What follows belongs to an exercise in optimizing a design on an open flow for small area and a short achievable clock period; a production flow would make more cautious choices. At most, simulation tests tie the RTL to the original design; equivalence was not proved. The RTL of run 2 was laid out without a check of its function. No activity file was given, so power comes from the tool's default toggle rates.

===== design/flow/flow/run.sh =====
#!/bin/bash
set -euo pipefail
bash standard.sh SETUP_SLACK_MARGIN=8.5 finish > standard_finish.log 2>&1

===== design/flow/standard.sh =====
#!/bin/bash
# synth_recipe.tcl (not shown) runs the flow's synth.tcl, then flattens the netlist and writes it again
# the make line also repeats each setting of config.mk as NAME=value (left out here)
make -C /OpenROAD-flow-scripts/flow DESIGN_CONFIG=/design/flow/config.mk WORK_HOME=/design/flow/orfs CLKGATE_MAP_FILE= SYNTH_SCRIPT=/design/flow/synth_recipe.tcl "${@:-finish}"

===== design/flow/config.mk =====
export PLATFORM = sky130hd
export DESIGN_NAME = srpt_grant_pkts
export DESIGN_NICKNAME = srpt_grant_pkts
export VERILOG_FILES = /design/flow/design.v
export SDC_FILE = /design/flow/constraint.sdc
export NUM_CORES = 8
export LEC_CHECK = 0
export ABC_CLOCK_PERIOD_IN_PS = 5000
export CAP_MARGIN = 20
export CORE_MARGIN = 2
export CORE_UTILIZATION = 45
export SLEW_MARGIN = 20
export SYNTH_MEMORY_MAX_BITS = 8192

===== design/flow/constraint.sdc =====
create_clock -name core_clock -period 15.0 [get_ports {ap_clk}]
set_input_delay 3.0000 -clock core_clock [delete_from_list [all_inputs] [get_ports {ap_clk}]]
set_output_delay 3.0000 -clock core_clock [all_outputs]
set_load 0.01 [all_outputs]

===== design/flow/design.v =====
`timescale 1ns / 1ps
module srpt_grant_pkts #(parameter MAX_OVERCOMMIT = 8,
			 parameter MAX_OVERCOMMIT_LOG2 = 3,
			 parameter MAX_SRPT = 64)
   (input ap_clk, ap_rst, ap_ce, ap_start, ap_continue,
    input			 header_in_empty_i,
    output reg			 header_in_read_en_o,
    input [63:0]		 header_in_data_i,
    input			 grant_pkt_full_i,
    output reg			 grant_pkt_write_en_o,
    output reg [96:0]		 grant_pkt_data_o,
    output			 ap_idle, ap_done, ap_ready);
   localparam N = 64;   
   localparam A = 8;    
   assign ap_ready = 1;
   assign ap_idle = 0;
   assign ap_done = 1;
   reg [N*14-1:0] pe_q;       
   reg [N*16-1:0] rp_q;       
   reg [N*32-1:0] rv_q;       
   reg [N*32-1:0] gbn_q;      
   reg [N*3-1:0]  prn_q;      
   wire [N*32-1:0] gb_q = ~gbn_q;
   wire [N*3-1:0]  pr_q = ~prn_q;
   reg [31:0]	  avail;      
   reg		  swap_type;  
   reg [A-1:0]	  rdy_q;      
   reg [A-1:0]	  gf_q;       
   reg		  rdany_q;    
   reg [31:0]	  rsel_q;     
   reg [31:0]	  gsel_q;     
   reg		  anz_q;      
   wire [N*14-1:0] pe_d;
   wire [N*16-1:0] rp_d;
   wire [N*32-1:0] rv_d;
   wire [N*32-1:0] gb_d;
   wire [N*3-1:0]  pr_d;
   wire [A-1:0]	   rdy_d;
   reg [31:0]	   avail_d;
   wire        hdr   = header_in_empty_i;
   wire [13:0] hpeer = header_in_data_i[13:0];
   wire [15:0] hrpc  = header_in_data_i[29:14];
   wire [31:0] hlen  = header_in_data_i[61:30];
   wire        hinit = header_in_data_i[63:62] == 2'b00;
   wire [31:0] hgb   = hlen - 32'h56a;
   wire [N-2:0] sw;     
   wire [N-2:0] mblk;   
   wire [N-2:0] mupd;   
   genvar k, j;
   generate
      for (k = 0; k < N-1; k = k + 1) begin : pair
	 wire [34:0] ca = {pr_q[(k+1)*3 +: 3], gb_q[(k)*32 +: 32]};
	 wire [34:0] cb = ~{pr_q[(k)*3 +: 3], gb_q[(k+1)*32 +: 32]};
	 wire [35:0] cc;
	 assign cc[0] = 1'b0;
	 for (j = 0; j < 35; j = j + 1) begin : rip
	    assign cc[j+1] = (ca[j] & cb[j]) | (ca[j] & cc[j]) | (cb[j] & cc[j]);
	 end
	 assign sw[k] = cc[35];
	 if (k < A) begin : act
	    assign mblk[k] = 1'b0;
	    assign mupd[k] = 1'b0;
	 end else begin : que
	    wire peq = pe_q[(k)*14 +: 14] == pe_q[(k+1)*14 +: 14];
	    wire req = rp_q[(k)*16 +: 16] == rp_q[(k+1)*16 +: 16];
	    assign mblk[k] = peq && pr_q[(k)*3 +: 3] == 3'b001;
	    assign mupd[k] = peq && req && pr_q[(k)*3 +: 3] == 3'b000;
	 end
      end
   endgenerate
   wire [A-1:0] pm, rm, lt;
   generate
      for (k = 0; k < A; k = k + 1) begin : am
	 assign pm[k] = hpeer == pe_q[(k)*14 +: 14];
	 assign rm[k] = hrpc == rp_q[(k)*16 +: 16];
	 wire [31:0] la = gb_q[(k)*32 +: 32];
	 wire [31:0] lb = ~hgb;
	 wire [32:0] lc;
	 assign lc[0] = 1'b0;
	 for (j = 0; j < 32; j = j + 1) begin : rip
	    assign lc[j+1] = (la[j] & lb[j]) | (la[j] & lc[j]) | (lb[j] & lc[j]);
	 end
	 assign lt[k] = lc[32];
      end
   endgenerate
   wire [A-1:0] pf = pm & ~(pm - 1'b1);
   wire [A-1:0] rf = rm & ~(rm - 1'b1);
   wire pm_any = |pm;
   wire rm_any = |rm;
   wire shorter = |(pf & lt);
   reg [31:0] hrsel, hgsel;
   reg [13:0] pesel;
   reg [15:0] rpsel;
   integer    jj;
   always @* begin
      hrsel = 0; hgsel = 0; pesel = 0; rpsel = 0;
      for (jj = 0; jj < A; jj = jj + 1) begin
	 hrsel = hrsel | ({32{rf[jj]}} & rv_q[(jj)*32 +: 32]);
	 hgsel = hgsel | ({32{rf[jj]}} & gb_q[(jj)*32 +: 32]);
	 pesel = pesel | ({14{gf_q[jj]}} & pe_q[(jj)*14 +: 14]);
	 rpsel = rpsel | ({16{gf_q[jj]}} & rp_q[(jj)*16 +: 16]);
      end
   end
   wire [31:0] hrnew = hrsel + 32'h56a;
   wire [31:0] hgnew = hgsel - 32'h56a;
   wire        r_gt_a = rsel_q > avail;
   wire [31:0] g_m_a  = gsel_q - avail;
   wire [31:0] g_m_r  = gsel_q - rsel_q;
   wire [31:0] r_m_a  = rsel_q - avail;
   wire [31:0] a_m_r  = avail - rsel_q;
   wire [31:0] gout   = r_gt_a ? g_m_a : g_m_r;
   wire [31:0] rnew   = r_gt_a ? r_m_a : 32'd0;
   wire        gempty = !r_gt_a && gsel_q == rsel_q;
   wire new_grant  = grant_pkt_full_i && rdany_q && anz_q;
   wire new_active = sw[A-1] && pr_q[(A)*3 +: 3] == 3'b110;
   always @* begin
      header_in_read_en_o  = hdr;
      grant_pkt_write_en_o = !hdr && new_grant;
      grant_pkt_data_o     = {3'b000, gout, 32'd0, rpsel, pesel};
   end
   wire run  = !ap_rst && ap_ce && ap_start;
   wire op_h = run && hdr;
   wire op_g = run && !hdr && new_grant;
   wire op_a = run && !hdr && !new_grant && new_active;
   wire op_s = run && !hdr && !new_grant && !new_active;
   wire op_e = op_s && !swap_type;    
   wire op_o = op_s && swap_type;     
   wire keep = !ap_rst && !run;       
   wire [A-1:0] w_hr = {A{op_h && !hinit}} & rf;      
   wire [A-1:0] w_hb = {A{op_h && hinit}} & pf & lt;  
   wire [A-1:0] w_g  = {A{op_g}} & gf_q;              
   wire [A-1:0] w_rg = w_hr | w_g;
   wire [31:0]	wr_r = hdr ? hrnew : rnew;
   wire [31:0]	wr_g = hdr ? hgnew : gout;
   genvar i;
   generate
      for (i = 0; i < N; i = i + 1) begin : ent
	 wire lo_act, hi_act;    
	 if (i == N-1 || i == A-1) begin : lnone
	    assign lo_act = 1'b0;
	 end else begin : lx
	    assign lo_act = (i % 2 == 0) ? op_e : op_o;
	 end
	 if (i == 0 || i == A) begin : hnone
	    assign hi_act = 1'b0;
	 end else begin : hx
	    assign hi_act = (i % 2 == 1) ? op_e : op_o;
	 end
	 wire sw_lo = sw[i < N-1 ? i : 0];
	 wire sw_hi = sw[i > 0 ? i-1 : 0];
	 wire take_n = lo_act && sw_lo;    
	 wire take_p = hi_act && sw_hi;    
	 wire stay_s = (lo_act && !sw_lo) || (hi_act && !sw_hi);
	 if (i < A) begin : act
	    wire tn = take_n || (i == A-1 && op_a);    
	    wire hold = keep || op_h || op_g || stay_s || (op_o && (i == 0 || i == A-1))
			|| (op_a && i != A-1);
	    wire hold_rg = hold && !w_rg[i];
	    wire hold_p  = hold && !w_hb[i] && !(w_g[i] && gempty);
	    wire [13:0] pe_p = pe_q[(i > 0 ? i-1 : 0)*14 +: 14];
	    wire [15:0] rp_p = rp_q[(i > 0 ? i-1 : 0)*16 +: 16];
	    wire [31:0] rv_p = rv_q[(i > 0 ? i-1 : 0)*32 +: 32];
	    wire [31:0] gb_p = gb_q[(i > 0 ? i-1 : 0)*32 +: 32];
	    wire [2:0]  pr_p = pr_q[(i > 0 ? i-1 : 0)*3 +: 3];
	    assign pe_d[i*14 +: 14] = ({14{take_p}} & pe_p) | ({14{hold}} & pe_q[(i)*14 +: 14]) | ({14{tn}} & pe_q[(i+1)*14 +: 14]);
	    assign rp_d[i*16 +: 16] = ({16{take_p}} & rp_p) | ({16{hold}} & rp_q[(i)*16 +: 16]) | ({16{tn}} & rp_q[(i+1)*16 +: 16]);
	    assign rv_d[i*32 +: 32] = ({32{take_p}} & rv_p) | ({32{hold_rg}} & rv_q[(i)*32 +: 32]) | ({32{tn}} & rv_q[(i+1)*32 +: 32])
				      | ({32{w_rg[i]}} & wr_r);
	    assign gb_d[i*32 +: 32] = ({32{take_p}} & gb_p) | ({32{hold_rg}} & gb_q[(i)*32 +: 32]) | ({32{tn}} & gb_q[(i+1)*32 +: 32])
				      | ({32{w_rg[i]}} & wr_g);
	    assign pr_d[i*3 +: 3]   = ({3{take_p}} & pr_p) | ({3{hold_p}} & pr_q[(i)*3 +: 3]) | ({3{tn}} & pr_q[(i+1)*3 +: 3])
				      | ({3{w_hb[i]}} & 3'b101) | ({3{w_g[i] && gempty}} & 3'b100)
				      | ({3{ap_rst}} & 3'b100);
	    wire rdy_p = rdy_q[i > 0 ? i-1 : 0];
	    wire rdy_n = (i == A-1) ? (rv_q[(A)*32 +: 32] != 0) : rdy_q[i < A-1 ? i+1 : 0];
	    assign rdy_d[i] = (take_p & rdy_p) | (hold_rg & !w_hb[i] & rdy_q[i]) | (tn & rdy_n)
			      | (w_hr[i] & pr_q[(i)*3 +: 3] == 3'b110 & rv_q[(i)*32 +: 32] != (32'd0 - 32'h56a))
			      | (w_g[i] & r_gt_a);
	 end else if (i == A) begin : e8
	    wire h_new = op_h && (hinit || !rm_any);
	    wire hold  = keep || op_g || op_o || (op_h && !hinit && rm_any) || stay_s;
	    wire mvu   = take_n && mupd[i];
	    wire mvb   = take_n && mblk[i];
	    wire [2:0] h_pr = hinit ? ((!pm_any || shorter) ? 3'b110 : 3'b101) : 3'b000;
	    wire [31:0] h_gb = hinit ? hgb : (32'd0 - 32'h56a);
	    assign pe_d[i*14 +: 14] = ({14{hold || op_a}} & pe_q[(i)*14 +: 14]) | ({14{take_n}} & pe_q[(i+1)*14 +: 14]) | ({14{h_new}} & hpeer);
	    assign rp_d[i*16 +: 16] = ({16{hold || op_a}} & rp_q[(i)*16 +: 16]) | ({16{take_n}} & rp_q[(i+1)*16 +: 16]) | ({16{h_new}} & hrpc);
	    assign rv_d[i*32 +: 32] = ({32{hold || mvu}} & rv_q[(i)*32 +: 32]) | ({32{take_n && !mupd[i]}} & rv_q[(i+1)*32 +: 32])
				      | ({32{h_new}} & 32'h56a);
	    assign gb_d[i*32 +: 32] = ({32{hold || mvu}} & gb_q[(i)*32 +: 32]) | ({32{take_n && !mupd[i]}} & gb_q[(i+1)*32 +: 32])
				      | ({32{h_new}} & h_gb);
	    assign pr_d[i*3 +: 3]   = ({3{hold}} & pr_q[(i)*3 +: 3]) | ({3{take_n && !mblk[i]}} & pr_q[(i+1)*3 +: 3])
				      | ({3{mvb}} & 3'b101) | ({3{h_new}} & h_pr)
				      | ({3{op_a}} & 3'b001) | ({3{ap_rst}} & 3'b100);
	 end else begin : que
	    wire from_7 = (i == A+1) && op_a;                      
	    wire shift  = (i < N-1) && (op_h || (op_a && i != A+1));
	    wire tp     = take_p || shift;
	    wire hold   = keep || op_g || stay_s || (i == N-1 && (op_h || op_a || op_o));
	    wire mu     = mupd[i < N-1 ? i : 0];
	    wire mb     = mblk[i < N-1 ? i : 0];
	    wire hold_rg = hold || (take_n && mu);
	    wire tn_rg   = take_n && !mu;
	    wire tn_p    = take_n && !mb;
	    wire mvb     = take_n && mb;
	    wire [13:0] pe_n = pe_q[(i < N-1 ? i+1 : i)*14 +: 14];
	    wire [15:0] rp_n = rp_q[(i < N-1 ? i+1 : i)*16 +: 16];
	    wire [31:0] rv_n = rv_q[(i < N-1 ? i+1 : i)*32 +: 32];
	    wire [31:0] gb_n = gb_q[(i < N-1 ? i+1 : i)*32 +: 32];
	    wire [2:0]  pr_n = pr_q[(i < N-1 ? i+1 : i)*3 +: 3];
	    assign pe_d[i*14 +: 14] = ({14{tp}} & pe_q[(i-1)*14 +: 14]) | ({14{hold}} & pe_q[(i)*14 +: 14]) | ({14{take_n}} & pe_n)
				      | ({14{from_7}} & pe_q[(A-1)*14 +: 14]);
	    assign rp_d[i*16 +: 16] = ({16{tp}} & rp_q[(i-1)*16 +: 16]) | ({16{hold}} & rp_q[(i)*16 +: 16]) | ({16{take_n}} & rp_n)
				      | ({16{from_7}} & rp_q[(A-1)*16 +: 16]);
	    assign rv_d[i*32 +: 32] = ({32{tp}} & rv_q[(i-1)*32 +: 32]) | ({32{hold_rg}} & rv_q[(i)*32 +: 32]) | ({32{tn_rg}} & rv_n)
				      | ({32{from_7}} & rv_q[(A-1)*32 +: 32]);
	    assign gb_d[i*32 +: 32] = ({32{tp}} & gb_q[(i-1)*32 +: 32]) | ({32{hold_rg}} & gb_q[(i)*32 +: 32]) | ({32{tn_rg}} & gb_n)
				      | ({32{from_7}} & gb_q[(A-1)*32 +: 32]);
	    assign pr_d[i*3 +: 3]   = ({3{tp}} & pr_q[(i-1)*3 +: 3]) | ({3{hold}} & pr_q[(i)*3 +: 3]) | ({3{tn_p}} & pr_n)
				      | ({3{mvb}} & 3'b101) | ({3{from_7}} & pr_q[(A-1)*3 +: 3])
				      | ({3{ap_rst}} & 3'b100);
	 end
      end
   endgenerate
   always @* begin
      if (ap_rst)
	avail_d = 32'd480000;
      else if (op_h && hinit && !pm_any)
	avail_d = avail + 32'h56a;
      else if (op_g)
	avail_d = r_gt_a ? 32'd0 : a_m_r;
      else
	avail_d = avail;
   end
   wire [A-1:0] gf_d = rdy_d & ~(rdy_d - 1'b1);
   reg [31:0]	rsel_d, gsel_d;
   always @* begin
      rsel_d = 0; gsel_d = 0;
      for (jj = 0; jj < A; jj = jj + 1) begin
	 rsel_d = rsel_d | ({32{gf_d[jj]}} & rv_d[jj*32 +: 32]);
	 gsel_d = gsel_d | ({32{gf_d[jj]}} & gb_d[jj*32 +: 32]);
      end
   end
   always @(posedge ap_clk) begin
      pe_q    <= pe_d;
      rp_q    <= rp_d;
      rv_q    <= rv_d;
      gbn_q   <= ~gb_d;
      prn_q   <= ~pr_d;
      avail   <= avail_d;
      anz_q   <= avail_d != 0;
      rdy_q   <= rdy_d;
      gf_q    <= gf_d;
      rdany_q <= |rdy_d;
      rsel_q  <= rsel_d;
      gsel_q  <= gsel_d;
      if (ap_rst)
	swap_type <= 1'b0;
      else if (op_s)
	swap_type <= !swap_type;
   end
endmodule

==> out/metrics.csv, run 1 <==
stage;metric;value;unit
drt;drtAntennaViolNets;0;
critical_path;critical-path-slowest-cell;dfxtp_1;
placed_design;gp_congestion;1.08;
critical_path;critical_path.cell_chain;ha_1, or2_2, a21oi_1, a21oi_2, o41ai_4, buf_4, o21a_4, nor2_1, mux2i_1, nor4_2, xor2_1, buf_6, buf_6;
power_and_ir_drop;seqPwrFrac;45.2;%
critical_path;r2r_setup_slack;7390;ps
floorplanning;ios;173;
drt;wl_per_cell;33.6;µm
layout;multi_input_comb_area;0.169;mm²
power_and_ir_drop;ir_drop;0.148;mV
global_route;grt_max_degree;135;
critical_path;cp_top_family;flip-flops;
sta;worst_slew_margin_rel;8.53;%
clock_tree;clk_latency;1250;ps
critical_path;worstPathArrival;5040;ps
global_route;grt-ovfl-total;0;
status;outcome;complete, no violations;
sta;fin_crit;8040;ps
sta;hold_violations;0;
logic_synthesis;ys_warn_count;1;
logic_synthesis;synth_top_cell_area_share;40.4;%
critical_path;required;12000;ps
global_route;antenna_found_initial;159;
power_and_ir_drop;pwr_density_cell;102;mW/mm²
critical_path;reg2regPathDepth;26;
worst_hold_path;min-delay-start;rv_q[1206]$_DFF_P_;
placed_design;dp_cells;44100;
logic_synthesis;ys_seq_elements;6322;
sta;slew_viol_final;0;
critical_path;start_kind;flip-flop;
logic_synthesis;synth_area;0.314;mm²
placed_design;dp_hpwl;1050000;µm
critical_path;endpoint_kind;primary output;
critical_path;crit_type;flip-flop to primary output;
clock_tree;cts_sinks;6322;
sta;max_freq;0.124;GHz
layout;instances_no_fill;46500;
clock_tree;clkTransAtPathRegs;60;ps
clock_tree;cts_max_path_buffers;4;
sta;finalSetupViolations;0;
drt;viasPerCell;7.02;
power_and_ir_drop;power.internal;27.7;mW
layout;final-seq-area;0.127;mm²
worst_hold_path;holdCritPathClass;flip-flop to flip-flop;
logic_synthesis;ys_top_cells_by_count;6322 x dfxtp_1, 4491 x inv_1, 3161 x nand2_1;
global_route;grt_pass1_vias;299000;
clock_tree;cts_tree;done;
power_and_ir_drop;p_clk_share;48.4;%
logic_synthesis;yosysMostFrequentCell;dfxtp_1;
clock_tree;cts_buffers;704;
global_route;grt_pass1_wl;2190000;µm
flow_run;cap_viol_max_count;0;
logic_synthesis;synth.lib_cells_used.distinct;118;
clock_tree;root_buffer;clkbuf_16;
sta;timing.final.crit_share;53.6;%
floorplanning;die_h;839;µm
floorplanning;coreArea;0.695;mm²
layout;drive_gt1_share;11.6;%
power_and_ir_drop;switching_share;25.9;%
worst_hold_path;holdPathEnd;rv_q[1206]$_DFF_P_;
logic_synthesis;syn_inst;36800;
drt;routed_wl;1560000;µm
drt;dr_total_vias;326000;
sta;clock_skew;121;ps
power_and_ir_drop;combPwrFrac;6.5;%
placed_design;io_buffers;133;
logic_synthesis;synth_top_area_cell;dfxtp_1;
critical_path;critPathMaxStageDelay;1200;ps
critical_path;reg2reg_to;gsel_q[17]$_DFF_P_;
sta;hold_ws;457;ps
logic_synthesis;synth_edf_count;0;
sta;rsz0062_at_grt;yes;
floorplanning;start_util;45.1;%
power_and_ir_drop;p_leak;174;nW
layout;syn_to_final_growth;16.8;%
power_and_ir_drop;p_switching;9.69;mW
layout;final_nets;36700;
critical_path;path_buf_inv;3;
logic_synthesis;synth_area_leaders;dfxtp_1 40%, a222oi_1 10%, inv_1 5.4%;
global_route;grt_use_total;41.5;%
floorplanning;die_area;0.704;mm²
logic_synthesis;synthArstFlopShare;0;%
drt;dr.first_iter.drc_count;60400;
logic_synthesis;synthFlopType;dfxtp_1;
layout;fill_cells;64700;
clock_tree;cts_max_level;6;
logic_synthesis;yosysSeqAreaShare;40.4;%
sta;setup-tns-final;0;ps
worst_hold_path;holdPathStages;2;
critical_path;worst_path_most_repeated_cell;buf_6;
drt;dr.pass1.iters;22;
critical_path;r2r-start;gbn_q[90]$_DFF_P_;
sta;max_slew.worst_pin.slew;1370;ps
drt;route.detailed.drc;0;
floorplanning;rows;306;
floorplanning;die_x;839;µm
critical_path;cp_max_fo;6;
critical_path;critPathLaunch;gsel_q[23]$_DFF_P_;
logic_synthesis;synth_area_per_cell;8.53;µm²
cell type report:
type	instances	share of cell area, %
timing repair buffer	1643	4.74
timing repair inverter	4	0.0167
clock inverter	218	0.822
inverter	4504	4.71
multi-input combinational	23400	46.2
sequential	6322	34.6
tap	9240	3.16
clock buffer	1059	5.69
antenna	122	0.0834
worst max path at each step:
stage                                       to  slack, ps  cells past startpoint
after CTS                 grant_pkt_data_o[93]       7070                     17
after floorplan             gsel_q[31]$_DFF_P_       7560                     20
after global placement      rsel_q[27]$_DFF_P_       2930                     18
after detailed placement    rsel_q[29]$_DFF_P_       2880                     22
after global routing      grant_pkt_data_o[93]       6880                     16
final                     grant_pkt_data_o[93]       6960                     13
tightest hold or removal path, cell delays in order (launching register included):
cell,delay [ps]
dfxtp_1,320
nand2_1,60
nand2_1,40
repair_timing:
item / in CTS / in global routing
pin swaps: 270 / 283
setup endpoints to repair: 6054 / 5022
hold buffers: 0 / 0
setup buffers: 511 / 293
resized for setup: 1661 / 715
cloned: 101 / 22
routing by layer:
layer  track usage [%]  up-vias  part of all wire, %
li1                  -   139000                    -
met4              23.0      100                  6.9
met2              61.1    21800                   42
met3              15.6     5159                   13
met5              2.41        -                 0.21
met1              52.2   161000                   38
registers in the layout, summed over array words and instances, names as in the netlist, 7 cells and up:
| register | flops |
|---|---|
| gbn_q | 2048 |
| rv_q | 2048 |
| rp_q | 1024 |
| pe_q | 896 |
| prn_q | 192 |
| avail | 32 |
| gsel_q | 32 |
| rsel_q | 32 |
| gf_q | 8 |
| rdy_q | 7 |
metrics by stage:
stage | area, µm² | utilization, % | total power, mW | setup slack [ps]
final | 366000 | 52.7 | 37.4 | 6960
after global routing | 366000 | 52.7 | 38.2 | 6880
after CTS | 359000 | 51.7 | 37.2 | 7070
after detailed placement | 324000 | 46.7 | 19.2 | 2880
after global placement | 324000 | 46.6 | 19.2 | 2930
after floorplan | 316000 | - | 18.4 | 7560
power groups by stage:
stage | combinational (mW) | sequential [mW] | clock [mW]
2_1_floorplan | 1.19 | 17.2 | 0
3_5_place_dp | 1.98 | 17.3 | 0
5_1_grt | 2.44 | 16.9 | 18.9
6_report | 2.42 | 16.9 | 18.1
3_3_place_gp | 1.97 | 17.3 | 0
4_1_cts | 2.18 | 16.9 | 18.2
layout by cell type (no fill, tap or decap), drive strengths merged, types with 122 or more instances in the layout:
| cell | synthesis | routed |
|---|---|---|
| dfxtp | 6322 | 6322 |
| inv | 4496 | 4468 |
| nand2 | 3163 | 3165 |
| a222oi | 3159 | 3159 |
| a21oi | 2007 | 2007 |
| o22ai | 1711 | 1711 |
| buf | 446 | 1553 |
| xor2 | 1536 | 1536 |
| nor2 | 1521 | 1526 |
| a22oi | 1266 | 1266 |
| clkbuf | 2244 | 1085 |
| o21ai | 947 | 948 |
| maj3 | 778 | 778 |
| nor4 | 537 | 537 |
| nand3 | 524 | 524 |
| xnor2 | 519 | 519 |
| a22o | 506 | 506 |
| a21o | 391 | 416 |
| nor3 | 392 | 392 |
| nand4 | 357 | 357 |
| nor2b | 345 | 347 |
| a221oi | 343 | 343 |
| o221ai | 297 | 301 |
| nand2b | 284 | 284 |
| a211oi | 251 | 251 |
| a31oi | 220 | 220 |
| a221o | 219 | 219 |
| o211ai | 202 | 202 |
| clkinv | 8 | 150 |
| ha | 129 | 129 |
| a2111oi | 125 | 125 |
| diode | 0 | 122 |
cells by family (layout without fill, tap and decap cells):
logic type	Yosys count	count (layout)	synth area share, %
simple gates	7713	7758	11.5
buf+inv	7194	7428	8.78
compound gates	12500	12600	30.5
mux	28	28	0.0970
flops	6322	6322	40.4
other cells	2	160	0.00239
fa+ha+maj	911	911	3.02
xor+xnor	2055	2055	5.74
==> run 2: changes to the inputs <==
--- a/design/flow/design.v
+++ b/design/flow/design.v
@@ -47,16 +47,34 @@
    wire [N-2:0] mblk;   
    wire [N-2:0] mupd;   
    genvar k, j;
-   generate
+   integer jj;
+   generate
+      for (k = 1; k < N-1; k = k + 2) begin : csh
+	 if (k != A-1) begin : c
+	    wire [34:0] ca = {pr_q[(k)*3 +: 3], ~gb_q[(k)*32 +: 32]};
+	    wire [34:0] cb = ~(swap_type ? {pr_q[(k+1)*3 +: 3], ~gb_q[(k+1)*32 +: 32]} : {pr_q[(k-1)*3 +: 3], ~gb_q[(k-1)*32 +: 32]});
+	    wire [35:0] cc;
+	    assign cc[0] = swap_type;
+	    for (j = 0; j < 35; j = j + 1) begin : rip
+	       assign cc[j+1] = (ca[j] & cb[j]) | (ca[j] & cc[j]) | (cb[j] & cc[j]);
+	    end
+	    assign sw[k-1] = cc[35] ^ swap_type;
+	    assign sw[k]   = cc[35] ^ swap_type;
+	 end
+      end
+      for (k = A-2; k < N-1; k = k + 1) begin : cown
+	 if (k == A-2 || k == A-1 || k == N-2) begin : c
+	    wire [34:0] ca = {pr_q[(k+1)*3 +: 3], ~gb_q[(k+1)*32 +: 32]};
+	    wire [34:0] cb = ~{pr_q[(k)*3 +: 3], ~gb_q[(k)*32 +: 32]};
+	    wire [35:0] cc;
+	    assign cc[0] = 1'b0;
+	    for (j = 0; j < 35; j = j + 1) begin : rip
+	       assign cc[j+1] = (ca[j] & cb[j]) | (ca[j] & cc[j]) | (cb[j] & cc[j]);
+	    end
+	    assign sw[k] = cc[35];
+	 end
+      end
       for (k = 0; k < N-1; k = k + 1) begin : pair
-	 wire [34:0] ca = {pr_q[(k+1)*3 +: 3], gb_q[(k)*32 +: 32]};
-	 wire [34:0] cb = ~{pr_q[(k)*3 +: 3], gb_q[(k+1)*32 +: 32]};
-	 wire [35:0] cc;
-	 assign cc[0] = 1'b0;
-	 for (j = 0; j < 35; j = j + 1) begin : rip
-	    assign cc[j+1] = (ca[j] & cb[j]) | (ca[j] & cc[j]) | (cb[j] & cc[j]);
-	 end
-	 assign sw[k] = cc[35];
 	 if (k < A) begin : act
 	    assign mblk[k] = 1'b0;
 	    assign mupd[k] = 1'b0;
@@ -68,44 +86,78 @@
 	 end
       end
    endgenerate
-   wire [A-1:0] pm, rm, lt;
+   wire [A-1:0] pm, rm;
    generate
       for (k = 0; k < A; k = k + 1) begin : am
 	 assign pm[k] = hpeer == pe_q[(k)*14 +: 14];
 	 assign rm[k] = hrpc == rp_q[(k)*16 +: 16];
-	 wire [31:0] la = gb_q[(k)*32 +: 32];
-	 wire [31:0] lb = ~hgb;
-	 wire [32:0] lc;
-	 assign lc[0] = 1'b0;
-	 for (j = 0; j < 32; j = j + 1) begin : rip
-	    assign lc[j+1] = (la[j] & lb[j]) | (la[j] & lc[j]) | (lb[j] & lc[j]);
-	 end
-	 assign lt[k] = lc[32];
       end
    endgenerate
    wire [A-1:0] pf = pm & ~(pm - 1'b1);
    wire [A-1:0] rf = rm & ~(rm - 1'b1);
    wire pm_any = |pm;
    wire rm_any = |rm;
-   wire shorter = |(pf & lt);
-   reg [31:0] hrsel, hgsel;
+   reg [31:0] gpf;
+   always @* begin
+      gpf = 0;
+      for (jj = 0; jj < A; jj = jj + 1)
+	gpf = gpf | ({32{pf[jj]}} & gb_q[(jj)*32 +: 32]);
+   end
+   wire [32:0] lc;
+   assign lc[0] = 1'b0;
+   generate
+      for (j = 0; j < 32; j = j + 1) begin : ltr
+	 assign lc[j+1] = (gpf[j] & ~hgb[j]) | (gpf[j] & lc[j]) | (~hgb[j] & lc[j]);
+      end
+   endgenerate
+   wire shorter = lc[32];
    reg [13:0] pesel;
    reg [15:0] rpsel;
-   integer    jj;
-   always @* begin
-      hrsel = 0; hgsel = 0; pesel = 0; rpsel = 0;
+   always @* begin
+      pesel = 0; rpsel = 0;
       for (jj = 0; jj < A; jj = jj + 1) begin
-	 hrsel = hrsel | ({32{rf[jj]}} & rv_q[(jj)*32 +: 32]);
-	 hgsel = hgsel | ({32{rf[jj]}} & gb_q[(jj)*32 +: 32]);
 	 pesel = pesel | ({14{gf_q[jj]}} & pe_q[(jj)*14 +: 14]);
 	 rpsel = rpsel | ({16{gf_q[jj]}} & rp_q[(jj)*16 +: 16]);
       end
    end
-   wire [31:0] hrnew = hrsel + 32'h56a;
-   wire [31:0] hgnew = hgsel - 32'h56a;
-   wire        r_gt_a = rsel_q > avail;
-   wire [31:0] g_m_a  = gsel_q - avail;
-   wire [31:0] g_m_r  = gsel_q - rsel_q;
+   wire [31:0] ks_x [0:2];
+   wire [31:0] ks_y [0:2];
+   wire [31:0] ks_d [0:2];
+   wire [2:0]  ks_c;
+   assign ks_x[0] = gsel_q; assign ks_y[0] = avail;
+   assign ks_x[1] = gsel_q; assign ks_y[1] = rsel_q;
+   assign ks_x[2] = rsel_q; assign ks_y[2] = avail;
+   genvar ka, kl, kb;
+   generate
+      for (ka = 0; ka < 3; ka = ka + 1) begin : ks
+	 wire [31:0] g0 = ks_x[ka] & ~ks_y[ka];
+	 wire [31:0] t0 = ks_x[ka] | ~ks_y[ka];
+	 wire [31:0] pg [0:5];
+	 wire [31:0] pt [0:5];
+	 if (ka < 2) begin : ci1
+	    assign pg[0] = {g0[31:1], t0[0]};
+	 end else begin : ci0
+	    assign pg[0] = g0;
+	 end
+	 assign pt[0] = {t0[31:1], ka < 2 ? 1'b0 : t0[0]};
+	 for (kl = 0; kl < 5; kl = kl + 1) begin : lv
+	    for (kb = 0; kb < 32; kb = kb + 1) begin : b
+	       if (kb >= (1 << kl)) begin : c
+		  assign pg[kl+1][kb] = pg[kl][kb] | (pt[kl][kb] & pg[kl][kb - (1 << kl)]);
+		  assign pt[kl+1][kb] = pt[kl][kb] & pt[kl][kb - (1 << kl)];
+	       end else begin : n
+		  assign pg[kl+1][kb] = pg[kl][kb];
+		  assign pt[kl+1][kb] = pt[kl][kb];
+	       end
+	    end
+	 end
+	 assign ks_d[ka] = ~(ks_x[ka] ^ ks_y[ka]) ^ {pg[5][30:0], ka < 2 ? 1'b1 : 1'b0};
+	 assign ks_c[ka] = pg[5][31];
+      end
+   endgenerate
+   wire        r_gt_a = ks_c[2];
+   wire [31:0] g_m_a  = ks_d[0];
+   wire [31:0] g_m_r  = ks_d[1];
    wire [31:0] r_m_a  = rsel_q - avail;
    wire [31:0] a_m_r  = avail - rsel_q;
    wire [31:0] gout   = r_gt_a ? g_m_a : g_m_r;
@@ -127,11 +179,9 @@
    wire op_o = op_s && swap_type;     
    wire keep = !ap_rst && !run;       
    wire [A-1:0] w_hr = {A{op_h && !hinit}} & rf;      
-   wire [A-1:0] w_hb = {A{op_h && hinit}} & pf & lt;  
+   wire [A-1:0] w_hb = {A{op_h && hinit && shorter}} & pf;  
    wire [A-1:0] w_g  = {A{op_g}} & gf_q;              
    wire [A-1:0] w_rg = w_hr | w_g;
-   wire [31:0]	wr_r = hdr ? hrnew : rnew;
-   wire [31:0]	wr_g = hdr ? hgnew : gout;
    genvar i;
    generate
       for (i = 0; i < N; i = i + 1) begin : ent
@@ -164,10 +214,12 @@
 	    wire [2:0]  pr_p = pr_q[(i > 0 ? i-1 : 0)*3 +: 3];
 	    assign pe_d[i*14 +: 14] = ({14{take_p}} & pe_p) | ({14{hold}} & pe_q[(i)*14 +: 14]) | ({14{tn}} & pe_q[(i+1)*14 +: 14]);
 	    assign rp_d[i*16 +: 16] = ({16{take_p}} & rp_p) | ({16{hold}} & rp_q[(i)*16 +: 16]) | ({16{tn}} & rp_q[(i+1)*16 +: 16]);
+	    wire [31:0] rv_h = rv_q[(i)*32 +: 32] + 32'h56a;
+	    wire [31:0] gb_h = gb_q[(i)*32 +: 32] - 32'h56a;
 	    assign rv_d[i*32 +: 32] = ({32{take_p}} & rv_p) | ({32{hold_rg}} & rv_q[(i)*32 +: 32]) | ({32{tn}} & rv_q[(i+1)*32 +: 32])
-				      | ({32{w_rg[i]}} & wr_r);
+				      | ({32{w_hr[i]}} & rv_h) | ({32{w_g[i]}} & rnew);
 	    assign gb_d[i*32 +: 32] = ({32{take_p}} & gb_p) | ({32{hold_rg}} & gb_q[(i)*32 +: 32]) | ({32{tn}} & gb_q[(i+1)*32 +: 32])
-				      | ({32{w_rg[i]}} & wr_g);
+				      | ({32{w_hr[i]}} & gb_h) | ({32{w_g[i]}} & gout);
 	    assign pr_d[i*3 +: 3]   = ({3{take_p}} & pr_p) | ({3{hold_p}} & pr_q[(i)*3 +: 3]) | ({3{tn}} & pr_q[(i+1)*3 +: 3])
 				      | ({3{w_hb[i]}} & 3'b101) | ({3{w_g[i] && gempty}} & 3'b100)
 				      | ({3{ap_rst}} & 3'b100);
==> design/flow/flow/run.sh (replaced) <==
#!/bin/bash
# The standard layout (standard.sh), with two changes to how it is made:
#  - timing repair aims at a setup margin below the clock period, so the
#    resizer keeps working on paths that already meet the 15 ns clock;
#  - clock tree synthesis without dummy loads and with larger sink clusters.
# Synthesis, floorplan, placement, routing and the constraints are the standard flow's own.
set -euo pipefail
bash standard.sh SETUP_SLACK_MARGIN=8.7 \
  "CTS_ARGS=-sink_clustering_enable -repair_clock_nets -sink_clustering_size 20 -sink_clustering_max_diameter 80 -dont_use_dummy_load" \
  finish > standard_finish.log 2>&1
--- a/design/flow/config.mk
+++ b/design/flow/config.mk
@@ -5,9 +5,9 @@
 export SDC_FILE = /design/flow/constraint.sdc
 export NUM_CORES = 8
 export LEC_CHECK = 0
-export ABC_CLOCK_PERIOD_IN_PS = 5000
 export CAP_MARGIN = 20
 export CORE_MARGIN = 2
-export CORE_UTILIZATION = 45
+export CORE_UTILIZATION = 35
+export MIN_ROUTING_LAYER = met2
 export SLEW_MARGIN = 20
 export SYNTH_MEMORY_MAX_BITS = 8192
==> run 2 against run 1 <==
Compared with the run above: synthesized cell count decreased by 1.4%; the flow now stops in 5_1_grt; synthesized area increased by 1.3%.
==> out/metrics.csv, run 2 <==
stage;metric;value;unit
status;outcome;stopped before the end;
status;haltStage;5_1_grt;
status;error;[ERROR GRT-0232] Routing congestion too high. Check the congestion heatmap in the GUI.;
logic_synthesis;synth_area;0.318;mm²
clock_tree;cts_hold_buf;0;
clock_tree;cts_max_path_buffers;4;
floorplanning;start_util;35.1;%
floorplanning;ios;173;
logic_synthesis;ys_seq_elements;6322;
logic_synthesis;synth_area_per_cell;8.76;µm²
placed_design;io_buffers;133;
global_route;grt-ovfl-total;1;
logic_synthesis;synth_edf_count;0;
clock_tree;root_buffer;clkbuf_16;
logic_synthesis;yosysMostFrequentCell;dfxtp_1;
clock_tree;cts_sinks;6322;
global_route;grt_use_total;54.7;%
logic_synthesis;synthFlopType;dfxtp_1;
clock_tree;cts_max_level;5;
placed_design;dp_cells;46300;
logic_synthesis;synthArstFlopShare;0;%
clock_tree;cts_buffers;443;
placed_design;postPlaceCellArea;0.330;mm²
logic_synthesis;synth_top_cell_area_share;39.8;%
logic_synthesis;yosysSeqAreaShare;39.8;%
placed_design;gp_congestion;1.17;
floorplanning;rows;349;
floorplanning;die_x;957;µm
global_route;grt_max_degree;100;
logic_synthesis;synth_area_leaders;dfxtp_1 40%, a222oi_1 7.2%, xor2_1 4.5%;
floorplanning;die_h;957;µm
logic_synthesis;syn_inst;36200;
logic_synthesis;synth.lib_cells_used.distinct;128;
logic_synthesis;ys_warn_count;1;
logic_synthesis;synth_top_area_cell;dfxtp_1;
placed_design;dp_hpwl;1070000;µm
logic_synthesis;ys_top_cells_by_count;6322 x dfxtp_1, 3761 x inv_1, 2275 x a222oi_1;
==> run 2: kinds of logic after synthesis <==
group | Yosys count | synth area share [%]
compound gates | 12600 | 30.1
buf+inv | 6597 | 8.42
xor+xnor | 2428 | 6.70
mux | 980 | 3.10
other cells | 2 | 0.00236
fa+ha+maj | 384 | 1.39
flops | 6322 | 39.8
simple gates | 6967 | 10.4
==> run 2: per-stage QoR <==
stage	util [%]	setup WS (ps)
3_3_place_gp	36.5	3050
2_1_floorplan	-	7360
3_5_place_dp	36.5	3110
4_1_cts	39.0	6680
==> run 2: worst max path at each step <==
| stage | from | cells after the start | slack, ps | end |
|---|---|---|---|---|
| 4_1_cts | rsel_q[0]$_DFF_P_ | 19 | 6680 | grant_pkt_data_o[64] |
| 3_5_place_dp | header_in_data_i[5] | 27 | 3110 | rsel_q[19]$_DFF_P_ |
| 3_3_place_gp | header_in_data_i[13] | 27 | 3050 | rsel_q[19]$_DFF_P_ |
| 2_1_floorplan | header_in_data_i[5] | 26 | 7360 | gsel_q[13]$_DFF_P_ |
==> run 2: power by group through the flow <==
| stage | sequential (mW) | combinational [mW] | clock (mW) |
|---|---|---|---|
| CTS | 16.9 | 2.28 | 11.6 |
| detailed placement | 17.3 | 1.98 | 0 |
| global placement | 17.3 | 1.97 | 0 |
| floorplan | 17.2 | 1.21 | 0 |
==> run 2: layer usage <==
layer	global-route usage, %	GRT overflow
met1	-	-
met2	58.6	0
met3	63.9	0
met4	34.7	0
met5	40.7	1
==> run 2: repair_timing <==
| item | in CTS |
|---|---|
| gates cloned | 152 |
| pin swaps | 239 |
| endpoints found under the setup margin | 6295 |
| buffers inserted | 372 |
| gates resized for setup | 1487 |

## static timing again, ports no longer ideal
In the flow no input, the clock included, has a driving cell. The finished layout below was timed again as built, in two steps.
Step 1: set_driving_cell puts a clkbuf_16 on ap_clk and a buf_2 on each other input, an assumption about the parent block.
Step 2 also shifts input and output timing later by t, the mid clock arrival at the registers, as if the neighbouring blocks saw the same clock.
Three values: ideal, step 1, step 2; two values: the first two.
run: run 1
shift t [ns]: 1.330
setup WS [ns]: 6.958 / 6.809 / 5.903
worst hold slack (ns): 0.457 / 0.457 / 0.457
After both steps setup and hold are still met in run 1. The setup slack of run 1 moves by -0.149 ns with the drivers and by -1.055 ns with both steps.
